This design comes from an exercise in tuning for small area and a short achievable clock period on the open sky130 flow, not from production work.
Function was checked by simulation only, so behaviour that the tests miss may differ from the original.
Power is estimated from default activity; no workload was simulated.

<file path="flow/run.sh">
#!/bin/bash
# synth_recipe.tcl (not shown) runs the flow's synth.tcl, then flattens the netlist and writes it again
# the make line also repeats each setting of config.mk as NAME=value (left out here)
make -C /OpenROAD-flow-scripts/flow DESIGN_CONFIG=/design/flow/config.mk WORK_HOME=/design/flow/orfs CLKGATE_MAP_FILE= SYNTH_SCRIPT=/design/flow/synth_recipe.tcl finish
</file>
<file path="flow/config.mk">
export PLATFORM = sky130hd
export DESIGN_NAME = cpu
export DESIGN_NICKNAME = cpu
export VERILOG_FILES = /design/flow/design.v
export SDC_FILE = /design/flow/constraint.sdc
export NUM_CORES = 4
export LEC_CHECK = 0
export CAP_MARGIN = 20
export CORE_MARGIN = 2
export CORE_UTILIZATION = 40
export SETUP_SLACK_MARGIN = 4.0
export SLEW_MARGIN = 20
</file>
<file path="flow/constraint.sdc">
create_clock -name core_clock -period 8.5 [get_ports {clk}]
set_input_delay 1.7000 -clock core_clock [delete_from_list [all_inputs] [get_ports {clk}]]
set_output_delay 1.7000 -clock core_clock [all_outputs]
set_load 0.01 [all_outputs]
</file>
<file path="flow/design.v">
module alu (input [7:0] b, a,
            input [2:0] op,
            output reg [7:0] y);
wire [7:0] rsn = (|b[7:3]) ? 8'b0 : (a >> b[2:0]);
always @*
begin
    case (op)
        3'd0: y = a | b;
        3'd1: y = a & b;
        3'd2: y = ~a;
        3'd3: y = a ^ b;
        3'd4: y = a + b;
        3'd5: y = a - b;
        3'd6: y = b;
        default: y = rsn;
    endcase
end
endmodule
module pc (input clk, reset, jump, freeze,
           input [7:0] jmpaddr,
           output reg [7:0] data);
always @(posedge clk)
begin
    if (reset)
        data <= 8'b0;
    else if (jump)
        data <= jmpaddr;
    else if (!freeze)
        data <= data + 8'd1;
end
endmodule
module regfile (input clk, reset, we,
                input [1:0] wsel, rsel1, rsel2,
                input [7:0] wdata,
                output [7:0] read1, read2, v1, v2);
reg [7:0] r0, r1, r2, r3;
always @(posedge clk)
begin
    if (reset)
    begin
        r0 <= 8'b0;
        r1 <= 8'b0;
        r2 <= 8'b0;
        r3 <= 8'b0;
    end
    else if (we)
    begin
        case (wsel)
            2'd0: r0 <= wdata;
            2'd1: r1 <= wdata;
            2'd2: r2 <= wdata;
            default: r3 <= wdata;
        endcase
    end
end
function [7:0] sel4(input [1:0] s, input [7:0] x0, x1, x2, x3);
    case (s)
        2'd0: sel4 = x0;
        2'd1: sel4 = x1;
        2'd2: sel4 = x2;
        default: sel4 = x3;
    endcase
endfunction
assign read1 = sel4(rsel1, r0, r1, r2, r3);
assign read2 = sel4(rsel2, r0, r1, r2, r3);
assign v1    = reset ? 8'b0 : r0;
assign v2    = reset ? 8'b0 : r1;
endmodule
module control (input clk, reset, interrupt,
                input [7:0] datamem_data, datamem_address, usermem_data_in,
                input [7:0] read1, read2, alu_out,
                output [1:0] rsel1, rsel2, wsel,
                output reg we,
                output reg [7:0] wdata,
                output reg [7:0] usermem_address, usermem_data_out, pc_jmpaddr,
                output reg rw,
                output pc_jump, pc_freeze);
localparam S0   = 3'd0;   
localparam S1   = 3'd1;   
localparam S2J  = 3'd2;   
localparam S2S  = 3'd3;   
localparam S3   = 3'd4;   
localparam S4   = 3'd5;   
localparam S56  = 3'd6;   
reg [2:0] stage;
reg [7:0] sp;
reg [7:0] regdata;           
reg [3:0] ins;               
wire [7:0] dd = datamem_data;
wire s0  = (stage == S0);
wire s1  = (stage == S1);
wire [3:0] hi = dd[7:4];
wire eq = (read1 == read2);
wire ins_ld     = (ins[3:2] == 2'b00);
wire ins_st     = (ins[3:2] == 2'b10);
assign rsel1 = dd[3:2];
assign rsel2 = dd[1:0];
assign wsel  = s0 ? dd[1:0] : ins[1:0];
assign pc_jump   = (stage == S2J) || (stage == S4);
assign pc_freeze = (stage == S56);
always @*
begin
    we    = 1'b0;
    wdata = alu_out;
    if (!interrupt && !reset)
    begin
        if (s0)
        begin
            if (!dd[7])
                we = 1'b1;
            else if (dd == 8'hb1)
            begin
                we    = 1'b1;
                wdata = sp;
            end
        end
        else if (s1)
        begin
            we    = ins_ld || (ins[3:2] == 2'b11);
            wdata = ins_ld ? dd : regdata;
        end
    end
end
always @(posedge clk)
begin
    ins <= {dd[5:4], dd[1:0]};
    if (interrupt)
    begin
        pc_jmpaddr <= 8'hfd;
        stage      <= S2J;
    end
    else if (reset)
    begin
        sp               <= 8'b0;
        regdata          <= 8'b0;
        usermem_data_out <= 8'b0;
        usermem_address  <= 8'b0;
        rw               <= 1'b0;
        pc_jmpaddr       <= 8'b0;
        stage            <= S2J;
    end
    else
    begin
        case (stage)
        S0:
        begin
            rw <= 1'b0;
            usermem_data_out <= (!dd[6] && !dd[4]) ? datamem_address : read1;
            if (!dd[7])
            begin
                regdata <= alu_out;
                stage   <= S0;
            end
            else
            case (hi)
            4'h9:
            begin
                pc_jmpaddr <= read2;
                stage      <= S2J;
            end
            4'ha:
            begin
                rw              <= 1'b1;
                sp              <= sp + 8'd1;
                usermem_address <= sp;
                pc_jmpaddr      <= read2;
                stage           <= S2J;
            end
            4'hb:
            begin
                case (dd[3:0])
                4'h0:
                begin
                    sp              <= sp - 8'd1;
                    usermem_address <= sp;
                    stage           <= S4;
                end
                4'h1:
                begin
                    regdata <= sp;
                    stage   <= S0;
                end
                4'h2:
                begin
                    sp              <= sp - 8'd1;
                    usermem_address <= sp;
                    stage           <= S56;
                end
                4'h4:
                begin
                    sp    <= read1;
                    stage <= S0;
                end
                4'h8:
                begin
                    rw              <= 1'b1;
                    sp              <= sp + 8'd1;
                    usermem_address <= sp + 8'd1;
                    stage           <= S0;
                end
                default: stage <= S0;
                endcase
            end
            4'hc: stage <= eq ? S3 : S0;
            4'hd: stage <= eq ? S0 : S3;
            default: stage <= S1;
            endcase
        end
        S1:
        begin
            rw    <= ins_st;
            stage <= (ins[3:2] == 2'b11) ? S56 : S0;
            if (ins_ld)
                regdata <= dd;
            else
                usermem_address <= dd;
        end
        S3:
            stage <= (hi <= 4'hd) ? S0 : S2S;
        S4:
        begin
            rw         <= 1'b0;
            pc_jmpaddr <= usermem_data_in;
            stage      <= S2J;
        end
        S56:
        begin
            regdata <= usermem_data_in;
            stage   <= S0;
        end
        default:     
        begin
            rw    <= 1'b0;
            stage <= S0;
        end
        endcase
    end
end
endmodule
module cpu(input clk, reset, interrupt,
           input [7:0] datamem_data, usermem_data_in,
           output [7:0] datamem_address, usermem_address, usermem_data_out,
           output rw,
           output [7:0] v1, v2);
    wire [1:0] rsel1, rsel2, wsel;
    wire [7:0] pc_jumpaddr, wdata, read1, read2, alu_out;
    wire we, pc_jump, pc_freeze;
    pc pc0(clk, reset, pc_jump, pc_freeze, pc_jumpaddr, datamem_address);
    regfile reg0(clk, reset, we, wsel, rsel1, rsel2, wdata, read1, read2, v1, v2);
    alu alu0(read1, read2, datamem_data[6:4], alu_out);
    control cntrl0(clk, reset, interrupt, datamem_data, datamem_address, usermem_data_in,
                   read1, read2, alu_out, rsel1, rsel2, wsel, we, wdata,
                   usermem_address, usermem_data_out, pc_jumpaddr, rw, pc_jump, pc_freeze);
endmodule
</file>
==> impl_metrics.json, run 1 <==
{
  "rows": 48,
  "synth_cell_types": 69,
  "wire_length_of_the_first_global_routing_pass_mm": 37.4,
  "groute.usage.overall_pct": 27.2,
  "outcome": "complete, no violations",
  "syn_inst": 844,
  "netlist_area_um2": 6910,
  "hold_buffers": 0,
  "drt_pass1_iterations": 5,
  "postSynthRegisterBits": 88,
  "share_of_cells_above_drive_strength_1_pct": 14.0,
  "clock_latency_ps": 370,
  "final_max_slew_viol_count": 0,
  "maxClockFrequency_mhz": 227,
  "fin_area_um2": 8190,
  "number_of_global_route_vias_before_repair": 6261,
  "synth_warnings": 4,
  "finalSetupViolations": 0,
  "viasPerCell": 6.17,
  "power.combinational.fraction_pct": 15.8,
  "overflow": 0,
  "yosys.area.top_type": "dfxtp_1",
  "synthesis.area_per_instance_um2": 8.19,
  "final_common_cell": "nor2_1",
  "worstPathArrival_ps": 4630,
  "cts.path.max_buffers": 2,
  "synth_edf_count": 33,
  "first_iter_violations": 755,
  "critical_path_data_required_time_ps": 8720,
  "ys.flop_type": "dfxtp_1",
  "area_after_dpl_um2": 7620,
  "clock_sinks": 88,
  "clock-root-buffer": "clkbuf_16",
  "die_y_um": 135,
  "detail_route.drc_violations": 0,
  "worstMarginPinSlew_ps": 1110,
  "coreArea_um2": 17100,
  "netlist.area_leader.share_pct": 15.9,
  "peak_supply_drop_v": 0.000108,
  "leakage_nw": 3.02,
  "finalHoldViolCount": 0,
  "tns_ps": 0,
  "initial_core_util_pct": 40.4,
  "multiInputGateArea_um2": 4510,
  "startpoint_type": "input port",
  "pin_count_of_the_biggest_net_entering_global_routing": 49,
  "die_area_um2": 18300,
  "dpl.hpwl_mm": 17.4,
  "rsz_0062_raised_after_global_routing": "true",
  "pwr_density_cell_nw_per_um2": 127,
  "power.internal_uw": 724,
  "regArea_um2": 2090,
  "fin_crit_sh_pct": 51.8,
  "max_cap_violations": 0,
  "critical_path_end_type": "flop",
  "syn_to_final_growth_pct": 18.5,
  "io_buffers": 59,
  "yosys-top-cells-area": "dfxtp_1 (16%), edfxtp_1 (14%), mux4_2 (6.5%), ha_1 (5.4%), nor2_1 (4.8%)",
  "seq_area_frac_synth_pct": 30.3,
  "mostFrequentLayoutCells": "nor2_1 (86), nand2_1 (82), a21oi_1 (62)",
  "antenna_violating_nets_post_route": 0,
  "drt-wirelength-per-cell_um": 22.2,
  "nFillCells": 1708,
  "final.setup_skew_ps": 9.91,
  "p_sw_share_pct": 30.3,
  "ioPinCount": 60,
  "path_class": "in2reg",
  "antenna_cells_inserted": 0,
  "vias": 6821,
  "clock_power_share_pct": 39.1,
  "critical_path.max_fanout": 26,
  "die_width_um": 135,
  "tritoncts": "built",
  "wirelength_mm": 24.5,
  "final_period_minus_worst_setup_slack_ps": 4400,
  "path_category_of_the_worst_min_delay_check": "reg2reg",
  "clkSlewWorstSetupHoldPaths_ps": 80,
  "cts_made_buffers": 9,
  "synth_fp_nets": 895,
  "num-nets-final": 927,
  "cts_htree_levels": 3,
  "asyncSetResetFlopFracSynth_pct": 0,
  "fin_worst_hold_slack_ps": 485,
  "number_of_antenna_violations_at_the_first_check_in_global_routing": 0,
  "switching_power_uw": 315,
  "fin_total_pwr_mw": 1.04,
  "max_slew_margin_pct": 26.1,
  "gpl.final_weighted_congestion": 1.00,
  "share_seq_of_total_power_pct": 45.0
}
routing by layer:
| metal | part of all wire [%] | track usage (%) |
|---|---|---|
| met5 | 0 | 0 |
| met3 | 8.5 | 5.99 |
| met1 | 43 | 37.0 |
| met4 | 4.8 | 13.4 |
| met2 | 44 | 40.9 |
worst max-delay path, stage by stage:
cell,delay [ps]
clkdlybuf4s50_1,450
buf_4,330
inv_1,390
nor3_1,350
nand2_1,150
nor4_1,720
nor3_1,130
a211o_1,260
a21oi_1,130
Yosys cell counts, types with 12 or more instances:
cell      count
a211oi_1     16
a21oi_1      65
clkbuf_1     51
dfxtp_1      55
edfxtp_1     33
ha_1         30
inv_1        45
mux2_2       12
mux2i_1      20
mux4_2       20
nand2_1      82
nand3_1      22
nor2_1       88
nor2b_1      22
nor3_1       22
o21ai_0      51
xnor2_1      16
through the flow:
stage	util (%)	instances	setup WS, ps
after floorplan	-	844	4000
after global placement	44.5	1075	2630
after detailed placement	44.5	1075	2550
after CTS	47.1	1102	4010
after global routing	47.8	1106	3960
final	47.8	1106	4100
power by group through the flow:
stage          registers (mW)  clock network, mW  logic, mW
6_report                0.468              0.407      0.165
5_1_grt                 0.470              0.427      0.175
4_1_cts                 0.468              0.410      0.158
3_5_place_dp            0.478                  0      0.153
3_3_place_gp            0.478                  0      0.153
2_1_floorplan           0.474                  0     0.0963
final timing paths:
path | startpoint | to | slack [ps] | cells past startpoint
worst max-delay path | datamem_data[6] | cntrl0.regdata[1] | 4100 | 9
worst min-delay path | reg0.r2[2] | reg0.r2[2] | 490 | 2
worst max register to register | reg0.r0[4] | reg0.r3[5] | 5350 | 9
worst min register to register | reg0.r2[2] | reg0.r2[2] | 490 | 2
cell type report:
| type | count | area share (%) |
|---|---|---|
| multi-input combinational | 646 | 55.1 |
| timing repair buffer | 86 | 10.3 |
| clock inverter | 7 | 0.749 |
| clock buffer | 9 | 2.75 |
| inverter | 45 | 2.09 |
| tap | 225 | 3.44 |
| sequential | 88 | 25.6 |
state kept, by name, indices dropped and copies added, names as in the netlist:
signal                   cells
cntrl0.usermem_address       8
cntrl0.pc_jmpaddr            8
cntrl0.stage                 3
pc0.data                     8
cntrl0.sp                    8
reg0.r1                      8
reg0.r0                      8
reg0.r2                      8
cntrl0.usermem_data_out      8
cntrl0.rw                    1
reg0.r3                      8
cntrl0.ins                   4
cntrl0.regdata               8
cell families after synthesis:
group	share of synthesized area, %
multiplexers	11.4
AO/OA/AOI/OAI	22.3
AND/OR/NAND/NOR	21.3
adder cells (fa/ha/maj)	6.01
buffers and inverters	6.26
flip-flops	30.3
XOR/XNOR	2.41
repair_timing:
action / in CTS / in global routing
setup buffers: 10 / 4
resized for setup: 49 / 24
pin swaps: 1 / 6
setup endpoints to repair: 81 / 57
cloned: 1 / 0
==> inputs of run 2 (changes only) <==
--- a/flow/config.mk
+++ b/flow/config.mk
@@ -10,3 +10,2 @@
 export CORE_UTILIZATION = 40
-export SETUP_SLACK_MARGIN = 4.0
 export SLEW_MARGIN = 20
==> run 2 against run 1 <==
Highest routed layer unchanged. Critical path depth rose by 1. Maximum frequency shrank 23%. Flip-flop and latch count unchanged. Power shrank 0.52%. Critical path type unchanged. Combinational power down 5%. Still clean on timing, DRC and antenna. Non-clock buffer count decreased by 14. Hold slack worse by 3.3 ps.
==> impl_metrics.json, run 2 <==
{
  "tns_ps": 0,
  "multiInputGateArea_um2": 4390,
  "critical_path.max_fanout": 18,
  "worstMarginPinSlew_ps": 1000,
  "tritoncts": "built",
  "synth_cell_types": 69,
  "peak_supply_drop_v": 0.0000989,
  "final_max_slew_viol_count": 0,
  "syn_inst": 844,
  "pwr_density_cell_nw_per_um2": 131,
  "detail_route.drc_violations": 0,
  "pin_count_of_the_biggest_net_entering_global_routing": 49,
  "startpoint_type": "input port",
  "final.setup_skew_ps": 10.4,
  "clock_sinks": 88,
  "postLayoutSetupSlackWorst_ps": 2760,
  "netlist_area_um2": 6910,
  "cp_num_buf_inv": 3,
  "antenna_violating_nets_post_route": 0,
  "synth_most_common_cell": "nor2_1",
  "finalHoldViolCount": 0,
  "max_cap_violations": 0,
  "share_of_cells_above_drive_strength_1_pct": 9.46,
  "wirelength_mm": 24.0,
  "synth_edf_count": 33,
  "yosys-top-cells-area": "dfxtp_1 (16%), edfxtp_1 (14%), mux4_2 (6.5%), ha_1 (5.4%), nor2_1 (4.8%)",
  "final_common_cell": "nor2_1",
  "path_class": "in2reg",
  "io_buffers": 59,
  "viasPerCell": 6.14,
  "first_iter_violations": 777,
  "critical_path_data_required_time_ps": 8710,
  "coreArea_um2": 17100,
  "netlist.area_leader.share_pct": 15.9,
  "outcome": "complete, no violations",
  "critPathMaxStageDelay_ps": 1130,
  "die_width_um": 135,
  "kind_of_cell_with_the_highest_combined_delay_on_the_critical_path": "multiplexers",
  "synth_fp_nets": 895,
  "antenna_cells_inserted": 0,
  "die_y_um": 135,
  "path_category_of_the_worst_min_delay_check": "reg2reg",
  "groute.usage.overall_pct": 26.5,
  "yosys.area.top_type": "dfxtp_1",
  "cts_htree_levels": 3,
  "fin_crit_sh_pct": 67.5,
  "synthTopCellsByCount": "nor2_1 (88), nand2_1 (82), a21oi_1 (65), dfxtp_1 (55)",
  "mostFrequentLayoutCells": "nor2_1 (88), nand2_1 (82), a21oi_1 (64)",
  "synthesis.area_per_instance_um2": 8.19,
  "num-nets-final": 913,
  "path_cells": "clkdlybuf4s50_1, mux4_2, inv_1, ha_1, inv_1, fa_1, mux2_2, mux4_2, o311ai_1, o21ai_0",
  "fin_worst_hold_slack_ps": 482,
  "wire_length_of_the_first_global_routing_pass_mm": 36.9,
  "seq_area_frac_synth_pct": 30.3,
  "syn_to_final_growth_pct": 14.4,
  "leakage_nw": 2.80,
  "gpl.final_weighted_congestion": 0.997,
  "dpl.hpwl_mm": 17.3,
  "rows": 48,
  "slowest_stage": "clkdlybuf4s50_1",
  "clock_latency_ps": 360,
  "die_area_um2": 18300,
  "postSynthRegisterBits": 88,
  "initial_core_util_pct": 40.4,
  "nFillCells": 1724,
  "worstPathArrival_ps": 5950,
  "cts.path.max_buffers": 2,
  "critical_path_end_type": "flop",
  "preCtsSetupSlack_ps": 2360,
  "maxClockFrequency_mhz": 174,
  "ys.flop_type": "dfxtp_1",
  "regArea_um2": 2090,
  "rsz_0062_raised_after_global_routing": "false",
  "max_slew_margin_pct": 33.1,
  "number_of_antenna_violations_at_the_first_check_in_global_routing": 0,
  "clkSlewWorstSetupHoldPaths_ps": 70,
  "clock-root-buffer": "clkbuf_16",
  "cts_repair_resize_count": 0,
  "vias": 6706,
  "post_cts.repair.setup_buffers": 0,
  "fin_total_pwr_mw": 1.03,
  "drt_pass1_iterations": 5,
  "ioPinCount": 60,
  "overflow": 0,
  "number_of_global_route_vias_before_repair": 6190,
  "cts_made_buffers": 9,
  "synth_warnings": 4,
  "asyncSetResetFlopFracSynth_pct": 0,
  "drt-wirelength-per-cell_um": 21.9,
  "finalSetupViolations": 0,
  "hold_buffers": 0,
  "final_period_minus_worst_setup_slack_ps": 5740
}
[run 2: routing by layer]
layer  track usage (%)  vias up  part of all wire [%]
met5                 0        -                     0
met4              10.0        0                   3.8
met3              5.27       57                   8.3
met2              40.6      328                    44
met1              36.9     3207                    44
li1                  -     3114                     -
[run 2: report_power, final]
group / switching [mW] / internal [mW]
sequential: 0.0148 / 0.454
clock: 0.184 / 0.226
combinational: 0.0959 / 0.0604
[run 2: stage by stage]
stage	cell area, um2	instances	utilization, %
after floorplan	6910	844	-
after global placement	7610	1076	44.4
after detailed placement	7610	1076	44.4
after CTS	7910	1092	46.2
after global routing	7910	1092	46.2
final	7910	1092	46.2
[run 2: tightest hold or removal path, stage by stage, from the launching register on]
cell and delay [ps]:
dfxtp_1 320, nand3_1 60, o21ai_1 50
[run 2: cells by family (layout without fill, tap and decap cells)]
logic type	after synthesis	count (layout)	synth area share (%)
xor gates and xnor gates	19	19	2.41
DFF	88	88	30.3
buffers and inverters	110	133	6.26
muxes	52	52	11.4
adders and majority gates	32	32	6.01
and+or+nand+nor	305	305	21.3
AOI/OAI and AO/OA	238	238	22.3
[run 2: area by class of cell]
cell class / instances / share of cell area (%)
clock buffers: 11 / 3.34
flip-flops and latches: 88 / 26.5
well taps: 225 / 3.56
multi-input cells: 646 / 55.5
clock inverters: 5 / 0.443
repair buffers: 72 / 8.57
inverters: 45 / 2.14
[run 2: path summary, 6_finish.rpt]
kind         cells after the start  slack, ps       startpoint          to
min                              2        480       reg0.r2[2]  reg0.r2[2]
max reg2reg                     10       4950       reg0.r3[1]  reg0.r1[3]
min reg2reg                      2        480       reg0.r2[2]  reg0.r2[2]
max                             10       2760  datamem_data[0]  reg0.r1[1]

[afterwards: timing with drivers on the ports]
The results above use ideal ports. As a check the final layouts listed here were re-extracted and re-timed, cells and wires unchanged. Step 1, drivers: a clkbuf_16 drives clk and a buf_2 each remaining input, both assumed. Step 2, shift: input delay + t, output delay - t, t = (earliest + latest rising clock arrival at the registers) / 2. This alone moves slack from input paths to output paths. Slacks: no drivers / after step 1 / after step 2; pairs: no drivers / after step 1.
run | t, ns | slack for setup (ns) | hold WS [ns] | worst slew at a driven data input, ns | cell pins on the clock port's net
run 1 | 0.407 | 4.099 / 4.110 / 3.703 | 0.485 / 0.485 / 0.485 | 0.05 | 1
run 2 | 0.396 | 2.763 / 2.782 / 2.387 | 0.482 / 0.482 / 0.482 | 0.05 | 1
After both steps every run listed still meets setup and hold. For run 1, which loses most, drivers alone change the setup slack by +0.011 ns; drivers and shift together by -0.396 ns.
